Context: an optimization exercise on an open-source flow, tuned for small area. The choices shown serve that exercise and are no tape-out recipe. The RTL was checked by simulation tests, not by an equivalence proof against the original design.

===== flow/standard.sh =====
#!/bin/bash
# synth_recipe.tcl (not shown) runs the flow's synth.tcl, then flattens the netlist and writes it again
# the make line also repeats each setting of config.mk as NAME=value (left out here)
make -C /OpenROAD-flow-scripts/flow DESIGN_CONFIG=/design/flow/config.mk WORK_HOME=/design/flow/orfs CLKGATE_MAP_FILE= SYNTH_SCRIPT=/design/flow/synth_recipe.tcl "${@:-finish}"

===== flow/config.mk =====
export PLATFORM = sky130hd
export DESIGN_NAME = Controller_FIR
export DESIGN_NICKNAME = Controller_FIR
export VERILOG_FILES = /design/flow/design.v
export SDC_FILE = /design/flow/constraint.sdc
export NUM_CORES = 4
export LEC_CHECK = 0
export ABC_AREA = 1
export CAP_MARGIN = 20
export CORE_MARGIN = 2
export CORE_UTILIZATION = 50
export SLEW_MARGIN = 20

===== flow/flow/run.sh =====
#!/bin/bash
# Standard layout with two changes: the smallest plain buffer (buf_1) for the
# port buffers, and clock tree synthesis without dummy loads.
set -euo pipefail
export BUFFER_PORTS_ARGS="-buffer_cell sky130_fd_sc_hd__buf_1"
export CTS_ARGS="-sink_clustering_enable -repair_clock_nets -sink_clustering_size 45 -sink_clustering_max_diameter 100 -buf_list sky130_fd_sc_hd__clkbuf_16 -dont_use_dummy_load"
bash standard.sh finish > flow_make.log 2>&1

===== flow/constraint.sdc =====
create_clock -name core_clock -period 10.0 [get_ports {CLK}]
set_input_delay 2.0000 -clock core_clock [delete_from_list [all_inputs] [get_ports {CLK}]]
set_output_delay 2.0000 -clock core_clock [all_outputs]
set_load 0.01 [all_outputs]

===== flow/design.v =====
module Controller(Vppg, Find_Setting, CLK, rst_n, DC_Comp, PGA_Gain, LED_RED, osc, cnt, smp, dnew, hist, dc_go);
input        CLK;
input        rst_n;
input        Find_Setting;
input  [7:0] Vppg;
output reg       LED_RED;        
output reg [3:0] PGA_Gain;
output reg [6:0] DC_Comp;
output           osc;            
output     [3:0] cnt;            
output     [7:0] smp;            
input      [8:0] dnew;           
input            dc_go;          
output    [44:0] hist;           
localparam [2:0] INITIAL           = 3'b001;
localparam [2:0] IDLE              = 3'b010;
localparam [2:0] FIND_SETTING      = 3'b000;
localparam [2:0] SWEEP_DC_COMP     = 3'b011;
localparam [2:0] INCREASE_PGA_GAIN = 3'b100;
localparam [2:0] OSCILLATE         = 3'b101;
localparam [2:0] FIRST_DC_COMP     = 3'b110;
reg [9:0] counter;
reg [3:0] PGA_Gain_IR, PGA_Gain_RED;
reg [2:0] currentState, nextState;
reg [6:0] DC_Comp_RED;           
reg [1:0] red_on_flag;
reg [7:0] temp_min, temp_max;    
reg [8:0] h0, h1, h2, h3, h4;    
reg       min9, max9;
wire [6:0] DC_left      = h3[6:0];
wire       start        = h3[7];
wire [6:0] DC_right     = h1[6:0];
wire [6:0] DC_half      = h2[6:0];    
wire [3:0] gaintemp_max = {h2[8:7], h1[8:7]};
wire [9:0] min_index    = {min9, h0};
wire [9:0] max_index    = {max9, h4};
reg [9:0] counter_n;
reg [3:0] PGA_Gain_IR_n;
reg [3:0] PGA_Gain_RED_n;
reg [2:0] nextState_n;
reg [6:0] DC_left_n;
reg [6:0] DC_right_n;
reg [6:0] DC_half_n;
reg [6:0] DC_Comp_RED_n;
reg [1:0] red_on_flag_n;
reg [9:0] min_index_n;
reg [9:0] max_index_n;
reg [7:0] temp_min_n;
reg [7:0] temp_max_n;
reg [3:0] gaintemp_max_n;
reg [0:0] start_n;
reg [0:0] LED_RED_n;
reg [3:0] PGA_Gain_n;
reg [6:0] DC_Comp_n;
wire LED_IR = ~LED_RED;
assign osc = (currentState == OSCILLATE);
assign cnt = counter[3:0];
assign smp = temp_min;
assign hist = {h4, h3, h2, h1, h0};
always @(posedge CLK or negedge rst_n) begin
    if (~rst_n) currentState <= INITIAL;
    else        currentState <= nextState;
end
wire [9:0]  idx_s;
wire        idx_co;
rc_add #(10) add_mid(.a(min_index), .b(max_index), .ci(1'b0), .s(idx_s), .co(idx_co));
wire [9:0]  mid = {idx_co, idx_s[9:1]};
wire [9:0]  e_b = currentState[2] ? max_index : mid;
wire [9:0]  e_s;
wire        e_co;
rc_add #(10) sub_e(.a(counter), .b(~e_b), .ci(1'b1), .s(e_s), .co(e_co));
wire [10:0] e = {~e_co, e_s};
wire        e_ge7  = ~e[10] & ((|e[9:3]) | (&e[2:0]));
wire        e_gem7 = ~e[10] | ((&e[9:3]) & (|e[2:0]));
wire        mid_ge7 = (|mid[9:3]) | (&mid[2:0]);
wire        sw_in   = ~e_ge7 & e_gem7 & mid_ge7;
wire        sw_past = e_ge7;
wire        pg_in  = e_co & ~(|e_s[9:4]);
wire        pg_end = pg_in & (&e_s[3:0]);
wire        v_hi  = Vppg[7];
wire        v_lo  = ~Vppg[7] & ~(&Vppg[6:0]);
wire [6:0]  dcs_s;
wire        dcs_co;
rc_add #(7) add_dcs(.a(DC_Comp), .b(v_lo ? DC_left : DC_right), .ci(1'b0), .s(dcs_s), .co(dcs_co));
wire [7:0]  dc_sum = {dcs_co, dcs_s};
wire [7:0]  tmin_s, tmax_s;
wire        tmin_co, tmax_co;
rc_add #(8) cmp_min(.a(Vppg), .b(~temp_min), .ci(1'b1), .s(tmin_s), .co(tmin_co));   
rc_add #(8) cmp_max(.a(temp_max), .b(~Vppg), .ci(1'b1), .s(tmax_s), .co(tmax_co));   
wire        lt_min = ~tmin_co;
wire        gt_max = ~tmax_co;
wire [9:0]  cnt_inc;
wire        cnt_co;
rc_add #(10) inc_cnt(.a(counter), .b(10'd0), .ci(1'b1), .s(cnt_inc), .co(cnt_co));
wire [3:0]  pga_inc;
wire        pga_co;
rc_add #(4) inc_pga(.a(PGA_Gain), .b(4'd0), .ci(1'b1), .s(pga_inc), .co(pga_co));
wire        v_lt250 = ~(&Vppg[7:3] & (Vppg[2:1] != 2'b00));
always @* begin
    counter_n = counter;
    PGA_Gain_IR_n = PGA_Gain_IR;
    PGA_Gain_RED_n = PGA_Gain_RED;
    nextState_n = nextState;
    DC_left_n = DC_left;
    DC_right_n = DC_right;
    DC_half_n = DC_half;
    DC_Comp_RED_n = DC_Comp_RED;
    red_on_flag_n = red_on_flag;
    min_index_n = min_index;
    max_index_n = max_index;
    temp_min_n = temp_min;
    temp_max_n = temp_max;
    gaintemp_max_n = gaintemp_max;
    start_n = start;
    LED_RED_n = LED_RED;
    PGA_Gain_n = PGA_Gain;
    DC_Comp_n = DC_Comp;
    if (counter == 10'd999) counter_n = 10'd0;
    else                    counter_n = cnt_inc;
    case (currentState)
    INITIAL: begin
        nextState_n    = FIND_SETTING;
        counter_n      = 10'd0;
        PGA_Gain_RED_n = 4'd0;
        PGA_Gain_IR_n  = 4'd0;
        DC_half_n      = 7'd0;
        DC_Comp_RED_n  = 7'd0;
        red_on_flag_n  = 2'd1;
        temp_min_n     = 8'd255;
        temp_max_n     = 8'd0;
        min_index_n    = 10'd0;
        max_index_n    = 10'd0;
        LED_RED_n      = 1'b1;
        PGA_Gain_n     = 4'd0;
        gaintemp_max_n = 4'd0;
        start_n        = 1'b0;
        DC_Comp_n      = 7'd0;
    end
    FIND_SETTING: begin
        if (Find_Setting) nextState_n = IDLE;
    end
    IDLE: begin
        DC_left_n  = 7'd0;
        DC_right_n = 7'd127;
        case (red_on_flag)
        2'd0: begin
            nextState_n = FIRST_DC_COMP;
            LED_RED_n   = 1'b0;
            DC_Comp_n   = 7'd0;
            temp_min_n  = 8'd0;
            temp_max_n  = 8'd0;
        end
        2'd1: begin
            nextState_n = FIRST_DC_COMP;
            LED_RED_n   = 1'b1;
            DC_Comp_n   = 7'd0;
            temp_min_n  = 8'd255;
            temp_max_n  = 8'd0;
        end
        2'd2: begin
            if (lt_min && LED_RED) begin
                temp_min_n  = Vppg;
                min_index_n = counter;
                nextState_n = IDLE;
            end
            if (gt_max && LED_RED) begin
                temp_max_n  = Vppg;
                max_index_n = counter;
                nextState_n = IDLE;
            end
            if (counter == 10'd999 && LED_RED) nextState_n = SWEEP_DC_COMP;
            if (LED_IR) nextState_n = SWEEP_DC_COMP;
        end
        default: ;
        endcase
    end
    FIRST_DC_COMP: begin
        if (dc_go) begin
            if (v_lo) begin
                DC_right_n = DC_Comp;
                DC_half_n  = dc_sum[7:1];
                DC_Comp_n  = DC_half;
            end else if (v_hi) begin
                DC_left_n  = DC_Comp;
                DC_half_n  = dc_sum[7:1];
                DC_Comp_n  = DC_half;
            end else begin
                DC_left_n  = DC_Comp;
                DC_right_n = DC_Comp;
            end
        end else begin
            red_on_flag_n = 2'd2;
            nextState_n   = IDLE;
        end
    end
    SWEEP_DC_COMP: begin
        if (sw_in) begin
            if (v_lo) begin
                DC_right_n = DC_Comp;
                DC_half_n  = dc_sum[7:1];
                DC_Comp_n  = DC_half;
            end else if (v_hi) begin
                DC_left_n  = DC_Comp;
                DC_half_n  = dc_sum[7:1];
                DC_Comp_n  = DC_half;
            end else begin
                DC_left_n   = DC_Comp;
                DC_right_n  = DC_Comp;
                nextState_n = INCREASE_PGA_GAIN;
            end
        end else if (sw_past) begin
            nextState_n = INCREASE_PGA_GAIN;
        end
    end
    INCREASE_PGA_GAIN: begin
        if (pg_in) begin
            if (v_lt250) PGA_Gain_n = pga_inc;
            else               gaintemp_max_n = PGA_Gain;
            if (pg_end) begin
                PGA_Gain_n = 4'd0;
                start_n    = 1'b1;
            end
        end
        if (start) begin
            start_n        = 1'b0;
            counter_n      = 10'd0;
            PGA_Gain_n     = 4'd0;
            gaintemp_max_n = 4'd0;
            if (LED_IR) begin
                red_on_flag_n = 2'd3;      
                PGA_Gain_IR_n = gaintemp_max;
                nextState_n   = OSCILLATE;
                LED_RED_n     = 1'b1;
            end else begin
                red_on_flag_n  = 2'd0;
                DC_Comp_RED_n  = DC_Comp;
                PGA_Gain_RED_n = gaintemp_max;
                nextState_n    = IDLE;
                LED_RED_n      = 1'b0;
            end
        end
    end
    OSCILLATE: begin
        if (counter == 10'd9) begin
            LED_RED_n  = ~LED_RED;
            counter_n  = 10'd0;
            temp_max_n = Vppg;
            temp_min_n = temp_max;
            if (LED_RED & red_on_flag[0]) begin
                red_on_flag_n = 2'd0;
            end else begin
                DC_Comp_n     = DC_Comp_RED;
                DC_Comp_RED_n = DC_Comp;
            end
            if (LED_IR) PGA_Gain_n = PGA_Gain_RED;
            else        PGA_Gain_n = PGA_Gain_IR;
        end
    end
    default: nextState_n = IDLE;
    endcase
end
wire latch = osc & (counter == 10'd9);
wire clr   = (currentState == INCREASE_PGA_GAIN) & (red_on_flag == 2'd3);
always @(posedge CLK) begin
    counter      <= counter_n;
    PGA_Gain_IR  <= PGA_Gain_IR_n;
    PGA_Gain_RED <= PGA_Gain_RED_n;
    nextState    <= nextState_n;
    DC_Comp_RED  <= DC_Comp_RED_n;
    red_on_flag  <= red_on_flag_n;
    temp_min     <= temp_min_n;
    temp_max     <= temp_max_n;
    LED_RED      <= LED_RED_n;
    PGA_Gain     <= PGA_Gain_n;
    DC_Comp      <= DC_Comp_n;
    min9         <= min_index_n[9];
    max9         <= max_index_n[9];
    if (osc) begin
        if (latch) begin
            h0 <= dnew;
            h1 <= h0;
            h2 <= h1;
            h3 <= h2;
            h4 <= h3;
        end
    end else if (clr) begin
        h0 <= 9'd0;
        h1 <= 9'd0;
        h2 <= 9'd0;
        h3 <= 9'd0;
        h4 <= 9'd0;
    end else begin
        h0 <= min_index_n[8:0];
        h1 <= {gaintemp_max_n[1:0], DC_right_n};
        h2 <= {gaintemp_max_n[3:2], DC_half_n};
        h3 <= {h3[8], start_n, DC_left_n};
        h4 <= max_index_n[8:0];
    end
end
endmodule
module rc_add #(parameter W = 8) (
    input  [W-1:0] a,
    input  [W-1:0] b,
    input          ci,
    output [W-1:0] s,
    output         co,
    output [W:0]   cv        
);
    wire [W:0] c;
    assign cv = c;
    assign c[0] = ci;
    genvar i;
    generate
        for (i = 0; i < W; i = i + 1) begin : bit_
            assign s[i]   = a[i] ^ b[i] ^ c[i];
            assign c[i+1] = (a[i] & b[i]) | (c[i] & (a[i] ^ b[i]));
        end
    endgenerate
    assign co = c[W];
endmodule
module FIR_Filter(CLK, rst_n, osc, led_red, cnt, vin, smp, hist, dnew, dc_go, out_red, out_ir);
input         CLK;
input         rst_n;
input         osc;       
input         led_red;   
input  [3:0]  cnt;       
input  [7:0]  vin;       
input  [7:0]  smp;       
input  [44:0] hist;      
output [8:0]  dnew;      
output        dc_go;     
output [19:0] out_red;
output [19:0] out_ir;
reg [18:0] y_red, y_ir;
reg [15:0] d0n, d1n;              
wire [15:0] d0 = ~d0n;
wire [15:0] d1 = ~d1n;
wire [8:0] a1 = hist[8:0];
wire [8:0] a2 = hist[17:9];
wire [8:0] b1 = hist[26:18];
wire [8:0] b2 = hist[35:27];
wire [8:0] c0 = hist[44:36];
wire odd   = cnt[0];
wire own   = led_red ^ odd;       
wire [2:0] p = cnt[3:1];
wire       sel2 = own | ~osc;    
wire [8:0] u = sel2 ? a2 : ((p[2] | (p[1] & p[0])) ? a1 : b1);
wire [8:0] v = sel2 ? b2 : ((p == 3'd4) ? b1 : c0);
wire [9:0] w;
wire       w_co;
wire [10:0] w_cv;
rc_add #(10) sub_w(.a({u[8], u}), .b(~{v[8], v}), .ci(1'b1), .s(w), .co(w_co), .cv(w_cv));
assign dc_go = ~w_cv[7] | (|w[6:1]);
wire [15:0] w1  = {{6{w[9]}}, w};
wire [15:0] w2  = {{5{w[9]}}, w, 1'b0};
wire [15:0] w4  = {{4{w[9]}}, w, 2'b0};
wire [15:0] w8  = {{3{w[9]}}, w, 3'b0};
wire [15:0] w16 = {{2{w[9]}}, w, 4'b0};
reg [15:0] X, Y, Z;
reg        neg;
always @* begin
    X = 16'd0; Y = 16'd0; Z = 16'd0; neg = 1'b0;
    case ({own, p})
    4'b1_000: begin X = w8;  Y = w4; Z = {{7{b2[8]}}, b2}; end
    4'b1_001: begin X = w16;         Z = ~{{7{a2[8]}}, a2}; neg = 1'b1; end
    4'b1_010: begin X = w16; Y = w1; end
    4'b1_011: begin X = w16; Y = w2; end
    4'b1_100: begin X = w16; Y = w1; end
    4'b0_000: begin X = w16;         Z = {{7{c0[8]}}, c0}; end
    4'b0_001: begin X = w8;  Y = w4; Z = ~{{7{b1[8]}}, b1}; neg = 1'b1; end
    4'b0_010: begin X = w4;  Y = w2; Z = {{6{a1[8]}}, a1, 1'b0}; end
    4'b0_011: begin X = w8;          end
    4'b0_100: begin X = w4;  Y = w2; Z = ~{{6{c0[8]}}, c0, 1'b0}; neg = 1'b1; end
    default: ;
    endcase
end
wire [15:0] s_1 = d0 ^ X ^ Y;
wire [15:0] c_1 = (d0 & X) | (d0 & Y) | (X & Y);
wire [15:0] c_1s = {c_1[14:0], neg};
wire [15:0] s_2 = s_1 ^ c_1s ^ Z;
wire [15:0] c_2 = (s_1 & c_1s) | (s_1 & Z) | (c_1s & Z);
wire [15:0] d_n;
wire        d_co;
rc_add #(16) add_d(.a(s_2), .b({c_2[14:0], 1'b0}), .ci(1'b0), .s(d_n), .co(d_co));
wire [18:0] yr_in = odd ? 19'd0 : {{3{d0[15]}}, d0};
wire [18:0] yi_in = odd ? 19'd0 : {{3{d1[15]}}, d1};
wire [18:0] yr_n, yi_n;
wire        yr_co, yi_co;
rc_add #(19) add_yr(.a(y_red), .b(yr_in), .ci(1'b0), .s(yr_n), .co(yr_co));
rc_add #(19) add_yi(.a(y_ir),  .b(yi_in), .ci(1'b0), .s(yi_n), .co(yi_co));
wire [8:0] e_n;
wire       e_co;
rc_add #(9) sub_e(.a({1'b0, vin}), .b(~{1'b0, smp}), .ci(1'b1), .s(e_n), .co(e_co));
assign dnew = e_n;
always @(posedge CLK or negedge rst_n) begin
    if (!rst_n) begin
        y_red <= 19'd0;
        y_ir  <= 19'd0;
    end else begin
        y_red <= yr_n;
        y_ir  <= yi_n;
    end
end
always @(posedge CLK) begin
    d0n <= d1n;
    d1n <= ~(osc ? d_n : 16'd0);
end
assign out_red = {1'b0, y_red};
assign out_ir  = {1'b0, y_ir};
endmodule
module Controller_FIR (
    input  [7:0]  VPPG,
    input         Find_Setting,
    input         CLK,
    input         rst_n,
    output [6:0]  DC_Comp,
    output [3:0]  pga_Gain,
    output        LED_IR,
    output        LED_RED,
    output [19:0] Out_RED_Filtered,
    output [19:0] Out_IR_Filtered,
    output [3:0]  LED_Drive
);
    wire       osc;
    wire [3:0] cnt;
    wire [7:0] smp;
    wire [8:0] dnew;
    wire [44:0] hist;
    wire        dc_go;
    assign LED_IR    = ~LED_RED;
    assign LED_Drive = 4'd8;
    Controller ct(.Vppg(VPPG), .Find_Setting(Find_Setting), .CLK(CLK), .rst_n(rst_n),
                  .DC_Comp(DC_Comp), .PGA_Gain(pga_Gain), .LED_RED(LED_RED),
                  .osc(osc), .cnt(cnt), .smp(smp), .dnew(dnew), .hist(hist), .dc_go(dc_go));
    FIR_Filter fir(.CLK(CLK), .rst_n(rst_n), .osc(osc), .led_red(LED_RED), .cnt(cnt),
                   .vin(VPPG), .smp(smp), .hist(hist), .dnew(dnew), .dc_go(dc_go), .out_red(Out_RED_Filtered), .out_ir(Out_IR_Filtered));
endmodule

==> results.txt, run 1 <==
outcome no timing/DRC/antenna violations; Worst EP required 10350 ps; Worst-Margin Slew 990 ps; Root Buffer clkbuf_16; Initial Util 51.1%; Vias 8087; Final GP Congestion 0.945; Yosys reg bits 178; Final Hold Vio Count 0; skew final 28.6 ps; WP data arrival 9870 ps; htree depth 4; Slew headroom 33.9%; Critical-path top delay cell dfstp_2; initial DRC count 690; antenna fix cells 0; Place WS 179 ps; largest area contributor in the netlist edfxtp_1; vias in the first global route 8096; final setup fails 0; die width 153 um; CTS Hold Bufs 0; row count 54; post-layout util 55.6%; Antenna Violating Nets Remaining 0; Final Non-Filler Cells 1448; syn_area_per_cell 10.0 um^2; hpwl dp 22500 um; Clk Latency, worst-skew pair 440 ps; I/O pin count 68; GRT overflow 0; core area 21800 um^2; Final Max Slew Viols 0; Cell variety after synth 55; max frequency 105 MHz; IO buf count 61; CP max FO 12; CTS clk-pin slew, worst paths 70 ps; initial antenna violation count 0; Yosys warnings 2; Die ar. 23500 um^2; met2 Track Usage GR 42.0%; CTS Buf Count 17; met3 Use GR 3.91%; crit-path max cell delay 560 ps; Clock Path Buffers 2; Yosys top cell area share 25.6%; CTS tree yes; DRC errors left 0; mapped cell area 11200 um^2; Final TNS setup 0 ps; crit start category flop; EDFF count, synth 95; Post-synth ARST share 23.0%; Hold Crit Class reg2reg; Tcrit/Tclk final 95.2%; minimum clock period after layout 9520 ps; register area share after synthesis 42.3%; Area Overhead vs Synth 8.79%; Crit Path Category reg2reg; largest net degree at the start of global routing 56; Via density 5.58; routed len/inst 19.6 um; crit end category flop; top area cells in the synthesized netlist edfxtp_1 26%, fa_1 21%, dfrtp_1 9.0%; clock sink count 178; dpl cells 1428; first-pass GRT wire length 45500 um; post-route setup slack 478 ps; die span in y 153 um; setup repair after global routing missed its margin false; DRT Pass-1 Iters 6; Synth Instances 1111; nets 1326; max-cap violations 0; GR Util met1 34.7%; Post-Route WL 28300 um; Most Used Layer, Global Route met2; Filler cells 2001; share of cells above drive strength 1 6.16%; Overall Global Routing Usage 25.2%; top_reg_cell synth edfxtp_1; critical path's most frequent cell fa_1
## synth_stat cells, types with 4 or more instances
master and n:
ha_1 30, nand3_1 13, nor3_1 17, nand4_1 6, buf_4 6, clkinv_1 4
inv_2 8, fa_1 115, nand2_1 131, o22ai_1 69, inv_1 192, xor2_1 5
a211oi_1 5, dfxtp_1 42, a22oi_1 9, dfrtp_1 40, xnor2_1 6, clkbuf_1 25
o221ai_1 7, edfxtp_1 95, a21oi_1 33, nor4_1 8, o21ai_0 82, nor2_1 116
## cell type report
class | count | area (um^2) | area share [%]
inverters | 205 | 772 | 6.36
repair buffers | 74 | 328 | 2.70
well taps | 280 | 350 | 2.89
multi-input cells | 694 | 5530 | 45.6
flip-flops and latches | 178 | 4720 | 38.9
clock buffers | 17 | 425 | 3.51
## layout by cell type (no fill, tap or decap), types with 16 or more instances in the layout
master       n
inv_1      190
nand2_1    129
nor2_1     115
fa_1       113
edfxtp_1    95
o21ai_0     81
o22ai_1     68
buf_1       60
dfxtp_1     42
dfrtp_1     40
a21oi_1     31
ha_1        30
clkbuf_16   17
nor3_1      16
## layer usage
| layer | vias up | share of wire (%) |
|---|---|---|
| met5 | - | 0 |
| met4 | 0 | 2.1 |
| li1 | 3754 | - |
| met3 | 43 | 6.0 |
| met1 | 3999 | 43 |
| met2 | 291 | 49 |
## timing repair
action,in CTS,in global routing
resized for setup,0,13
setup buffers,0,3
endpoints found under the setup margin,0,2
## kinds of logic after synthesis
kind of cell             after synthesis  share of synthesized area (%)
flip-flops                           178                           42.3
AO/OA/AOI/OAI                        225                           12.1
buffers and inverters                243                           8.57
XOR/XNOR                              13                           1.16
other                                  2                         0.0674
adder cells (fa/ha/maj)              145                           24.0
AND/OR/NAND/NOR                      305                           11.7
## final timing paths
kind	start	endpoint	slack, ps	depth (start not counted)
max	ct.currentState[0]	fir.d1n[15]	480	34
min	fir.d1n[3]	fir.d0n[3]	330	0
max reg2reg	ct.currentState[0]	fir.d1n[15]	480	34
min reg2reg	fir.d1n[3]	fir.d0n[3]	330	0
max in group asynchronous	rst_n	ct.currentState[0]	7950	2
min in group asynchronous	rst_n	fir.y_ir[0]	1630	2
## critical path, delay by kind of cell (launching register included)
kind / cells / cell delay, ps
buffers and inverters: 5 / 360
and+or+nand+nor: 3 / 280
DFF: 1 / 560
xor gates and xnor gates: 3 / 570
adders and majority gates: 17 / 6850
AOI/OAI and AO/OA: 6 / 790
## registers in the layout (all words and copies together) (netlist names), 2 cells and up
register and flops:
fir.y_ir 19, fir.y_red 19, fir.d0n 16, fir.d1n 16
ct.counter 10, ct.h0 9, ct.h1 9, ct.h2 9
ct.h3 9, ct.h4 9, ct.temp_max 8, ct.temp_min 8
ct.DC_Comp 7, ct.DC_Comp_RED 7, ct.PGA_Gain 4, ct.PGA_Gain_IR 4
ct.PGA_Gain_RED 4, ct.currentState 3, ct.nextState 3, ct.red_on_flag 2
## metrics by stage
stage	hold WS [ps]	area, um^2
3_3_place_gp	331	11600
4_1_cts	337	12100
2_1_floorplan	323	11200
5_1_grt	341	12100
6_report	333	12100
3_5_place_dp	338	11600
==> run 2: changes to the inputs <==
==> flow/flow/run.sh (replaced) <==
#!/bin/bash
# Standard layout with two changes: the smallest plain buffer (buf_1) for the
# port buffers, and clock tree synthesis without dummy loads.
set -euo pipefail
export BUFFER_PORTS_ARGS="-buffer_cell sky130_fd_sc_hd__buf_1"
export CTS_ARGS="-sink_clustering_enable -repair_clock_nets -sink_clustering_size 36 -sink_clustering_max_diameter 80 -buf_list sky130_fd_sc_hd__clkbuf_8 -dont_use_dummy_load"
bash standard.sh finish > flow_make.log 2>&1
==> results.txt, run 2 <==
Placed Area 11600 um^2; met3 Use GR 4.91%; Final GP Congestion 0.945; row count 54; Yosys warnings 2; Clk Latency, worst-skew pair 480 ps; commonest cells after routing, fill and taps aside 190 x inv_1, 129 x nand2_1, 115 x nor2_1; Critical-path top delay cell dfstp_2; Clock Path Buffers 2; core area 21800 um^2; Final Max Slew Viols 0; reg2reg start ct.currentState[0]; Most Used Layer, Global Route met2; DRT Pass-1 Iters 7; largest area contributor in the netlist edfxtp_1; Critical R2R Capture fir.d1n[15]; post-route setup slack 470 ps; Vias 8068; Initial Util 51.1%; GR Util met1 34.4%; Die ar. 23500 um^2; hpwl dp 22500 um; Yosys top cell area share 25.6%; nets 1326; crit-path max cell delay 570 ps; skew final 44.3 ps; Area Overhead vs Synth 7.07%; WP data arrival 9910 ps; Worst-Margin Slew 1000 ps; initial DRC count 599; vias in the first global route 8095; Post-Route WL 28300 um; routed len/inst 19.5 um; Crit Path Category reg2reg; Slew headroom 33.3%; most common cell after layout, fill and taps aside inv_1; Tcrit/Tclk final 95.3%; most frequent cell after synthesis inv_1; cell area after layout 11900 um^2; clock sink count 178; Worst Hold Depth 0; Overall Global Routing Usage 25.2%; DRC errors left 0; Final Hold Vio Count 0; hold_ws 326 ps; top_reg_cell synth edfxtp_1; Place WS 179 ps; cells on worst reg2reg path 34; I/O pin count 68; antenna fix cells 0; post-layout util 54.7%; CTS tree yes; CTS Buf Count 17; Hold Crit Class reg2reg; met2 Track Usage GR 41.4%; Worst Hold Path EP fir.d0n[3]; CP max FO 12; Root Buffer clkbuf_8; Synth Instances 1111; Final Non-Filler Cells 1448; outcome no timing/DRC/antenna violations; max-cap violations 0; Cell variety after synth 55; max frequency 105 MHz; dpl cells 1428; final setup fails 0; setup repair after global routing missed its margin false; hold path startpoint fir.d1n[3]; CTS clk-pin slew, worst paths 90 ps; die width 153 um; largest net degree at the start of global routing 56; syn_area_per_cell 10.0 um^2; Post-synth ARST share 23.0%; htree depth 4; top cells by instance count after synthesis 192 x inv_1, 131 x nand2_1, 116 x nor2_1, 115 x fa_1, 95 x edfxtp_1; crit start category flop; register area share after synthesis 42.3%; Yosys reg bits 178; GRT overflow 0; initial antenna violation count 0; IO buf count 61; top area cells in the synthesized netlist edfxtp_1 26%, fa_1 21%, dfrtp_1 9.0%; Via density 5.57; share of cells above drive strength 1 6.16%; reg2reg setup slack 470 ps; Antenna Violating Nets Remaining 0; Worst EP required 10380 ps; die span in y 153 um; critical path's most frequent cell fa_1; crit end category flop; leading registers by flop count fir.y_ir x19, fir.y_red x19; minimum clock period after layout 9530 ps; first-pass GRT wire length 45400 um; Final TNS setup 0 ps; mapped cell area 11200 um^2; EDFF count, synth 95
==> run 2: changes by cell type in the layout (fill, tap and decap cells not counted) <==
cell / previous run / this run
clkbuf_16: 17 / 0
clkbuf_8: 0 / 17
==> run 2: cell families after synthesis <==
logic type | after synthesis | synth area share, %
buffers and inverters | 243 | 8.57
AND/OR/NAND/NOR | 305 | 11.7
other | 2 | 0.0674
flip-flops | 178 | 42.3
AO/OA/AOI/OAI | 225 | 12.1
XOR/XNOR | 13 | 1.16
adder cells (fa/ha/maj) | 145 | 24.0
==> run 2: area by class of cell <==
cell class / instances / area [um^2]
clock buffers: 17 / 234
fillers: 2036 / 9880
inverters: 205 / 772
multi-input cells: 694 / 5530
flip-flops and latches: 178 / 4720
well taps: 280 / 350
repair buffers: 74 / 328
==> run 2: worst max-delay path, delay by kind of cell, from the launching register on <==
family	cells	cell delay (ps)
compound gates	5	710
fa+ha+maj	17	6850
flops	1	570
simple gates	3	280
buf+inv	6	460
xor+xnor	3	560
==> run 2: worst max path at each step <==
| stage | start | to | slack [ps] | cells past startpoint |
|---|---|---|---|---|
| global placement | ct.currentState[0] | fir.d1n[15] | 330 | 35 |
| CTS | ct.currentState[0] | fir.d1n[15] | 140 | 35 |
| finish | ct.currentState[0] | fir.d1n[15] | 470 | 34 |
| global route | ct.currentState[0] | fir.d1n[15] | 3 | 34 |
| floorplan | ct.currentState[0] | fir.d1n[15] | 540 | 36 |
| detailed placement | ct.currentState[0] | fir.d1n[15] | 180 | 35 |
==> run 2: repair_timing <==
action | CTS | global route
hold buffers | 0 | 0
buffers inserted | 0 | 3
resized for setup | 0 | 13
endpoints found under the setup margin | 0 | 2
==> run 2: per-layer routing <==
layer / vias up / part of all wire, %
met3: 36 / 6.1
met1: 4002 / 43
met2: 280 / 49
met4: 0 / 2.1
met5: - / 0
li1: 3750 / -
==> run 3: changes to the inputs <==
==> flow/run.sh (new file) <==
#!/bin/bash
# synth_recipe.tcl (not shown) runs the flow's synth.tcl, then flattens the netlist and writes it again
# the make line also repeats each setting of config.mk as NAME=value (left out here)
make -C /OpenROAD-flow-scripts/flow DESIGN_CONFIG=/design/flow/config.mk WORK_HOME=/design/flow/orfs CLKGATE_MAP_FILE= SYNTH_SCRIPT=/design/flow/synth_recipe.tcl finish
--- a/flow/config.mk
+++ b/flow/config.mk
@@ -9,4 +9,7 @@
 export CAP_MARGIN = 20
 export CORE_MARGIN = 2
 export CORE_UTILIZATION = 50
+export CTS_BUF_LIST = sky130_fd_sc_hd__clkbuf_8
+export CTS_CLUSTER_DIAMETER = 50
+export CTS_CLUSTER_SIZE = 24
 export SLEW_MARGIN = 20
removed: flow/flow/run.sh
removed: flow/standard.sh
==> results.txt, run 3 <==
outcome no timing/DRC/antenna violations; nets 1326; Final Non-Filler Cells 1463; Critical R2R Capture fir.d1n[15]; max frequency 105 MHz; commonest cells after routing, fill and taps aside 192 x inv_1, 130 x nand2_1, 116 x nor2_1; reg2reg setup slack 460 ps; htree depth 4; post-route setup slack 463 ps; critical path's most frequent cell fa_1; Die ar. 23500 um^2; cells on worst reg2reg path 35; most common cell after layout, fill and taps aside inv_1; Yosys reg bits 178; crit start category flop; Worst Hold Path EP fir.d0n[9]; share of cells above drive strength 1 6.76%; syn_area_per_cell 10.0 um^2; top area cells in the synthesized netlist edfxtp_1 26%, fa_1 21%, dfrtp_1 9.0%; post-layout util 57.2%; core area 21800 um^2; setup repair after global routing missed its margin false; Clk Latency, worst-skew pair 490 ps; reg2reg start ct.currentState[0]; DRC errors left 0; I/O pin count 68; CTS Buf Count 17; Tcrit/Tclk final 95.4%; die width 153 um; vias in the first global route 8285; first-pass GRT wire length 46200 um; Worst-Margin Slew 1000 ps; DRT Pass-1 Iters 5; routed len/inst 19.7 um; area of the multi-input gates 5520 um^2; Final Max Slew Viols 0; EDFF count, synth 95; Worst Hold Depth 0; Placed Area 12000 um^2; Initial Util 51.1%; Vias 8098; hpwl dp 22600 um; Area Overhead vs Synth 11.9%; hold path startpoint fir.d1n[9]; crit end category flop; Critical-path top delay cell dfstp_2; CTS Hold Bufs 0; die span in y 153 um; CTS clk-pin slew, worst paths 110 ps; clock sink count 178; largest net degree at the start of global routing 56; initial antenna violation count 0; WP data arrival 9950 ps; cell area after layout 12500 um^2; Slew headroom 32.6%; mapped cell area 11200 um^2; antenna fix cells 0; leading registers by flop count fir.y_ir x19, fir.y_red x19; Cell variety after synth 55; Overall Global Routing Usage 25.6%; Root Buffer clkbuf_8; initial DRC count 686; CP max FO 10; Worst EP required 10420 ps; CTS tree yes; Post-synth ARST share 23.0%; Yosys warnings 2; Filler cells 1966; Reg area 4720 um^2; Place WS 260 ps; max-cap violations 0; top_reg_cell synth edfxtp_1; Hold Crit Class reg2reg; top cells by instance count after synthesis 192 x inv_1, 131 x nand2_1, 116 x nor2_1, 115 x fa_1, 95 x edfxtp_1; most frequent cell after synthesis inv_1; Final TNS setup 0 ps; Clock Path Buffers 2; Synth Instances 1111; Antenna Violating Nets Remaining 0; Final Hold Vio Count 0; Post-Route WL 28800 um; IO buf count 61; dpl cells 1427; GRT overflow 0; Crit Path Category reg2reg; Final GP Congestion 0.977; crit-path max cell delay 580 ps; skew final 20.4 ps; Via density 5.54; row count 54; register area share after synthesis 42.3%; minimum clock period after layout 9540 ps; final setup fails 0; largest area contributor in the netlist edfxtp_1; Yosys top cell area share 25.6%
run 3: cell counts after synthesis:
No cell type changed its count.
run 3: worst max path at each step:
stage	startpoint	slack, ps	end
global placement	ct.currentState[0]	370	fir.d1n[15]
finish	ct.currentState[0]	460	fir.d1n[15]
floorplan	ct.currentState[0]	540	fir.d1n[15]
CTS	ct.currentState[0]	240	fir.d1n[15]
global route	ct.currentState[0]	10	fir.d1n[15]
detailed placement	ct.currentState[0]	260	fir.d1n[15]
run 3: kinds of logic after synthesis:
kind of cell	Yosys count	synth area share (%)
other	2	0.0674
buffers and inverters	243	8.57
and+or+nand+nor	305	11.7
xor gates and xnor gates	13	1.16
adders and majority gates	145	24.0
DFF	178	42.3
AOI/OAI and AO/OA	225	12.1
run 3: final cells by class:
type,count,area share [%]
Clock buffer,17,1.88
Clock inverter,15,1.42
Inverter,205,6.19
Multi-Input combinational cell,694,44.2
Sequential cell,178,37.8
Tap cell,280,2.81
Timing Repair Buffer,74,5.66
run 3: layer usage:
| layer | vias to the layer above | global-route usage [%] | routed length (um) | part of all wire (%) |
|---|---|---|---|---|
| li1 | 3764 | - | - | - |
| met1 | 4036 | 35.0 | 12700 | 44 |
| met2 | 250 | 42.5 | 14000 | 49 |
| met3 | 48 | 3.91 | 1410 | 4.9 |
| met4 | 0 | 8.30 | 729 | 2.5 |
| met5 | - | 0 | 0 | 0 |
run 3: timing repair:
item,4_1_cts,5_1_grt
hold endpoints to repair,0,0
setup endpoints to repair,0,2
setup buffers,0,4
gates resized for setup,0,7
run 3: worst max-delay path, delay by kind of cell, from the launching register on:
family	cells	cell delay [ps]
xor+xnor	3	560
simple gates	3	310
buf+inv	6	420
fa+ha+maj	18	6970
compound gates	5	610
flops	1	580
run 3: through the flow:
stage               hold slack [ps]
floorplan                       323
global placement                331
detailed placement              336
CTS                             341
global route                    350
finish                          340

[separate check: timing with driven ports]
The results above use ideal ports. As a check the final layouts listed here were re-extracted and re-timed, cells and wires unchanged. Step 1 assumes that a clkbuf_16 drives the clock port and a buf_2 every other input. Step 2 times the ports against the registers' clock, not the clock port: input delays grow and output delays shrink by t, the midpoint of the rising clock arrivals with the driver on. a / b / c = ideal ports / drivers / drivers and shift; a / b = the first two.
run	shift t [ns]	setup slack, ns	hold slack, ns	worst setup path after step 2	slew at the worst register clock pin (ns)
run 1	0.472	0.478 / 0.478 / 0.478	0.333 / 0.333 / 0.333	register to register	0.08 / 0.08
run 2	0.502	0.470 / 0.470 / 0.470	0.326 / 0.326 / 0.326	register to register	0.11 / 0.11
run 3	0.522	0.463 / 0.463 / 0.463	0.340 / 0.340 / 0.340	register to register	0.12 / 0.12
After both steps setup and hold are still met in every run listed.
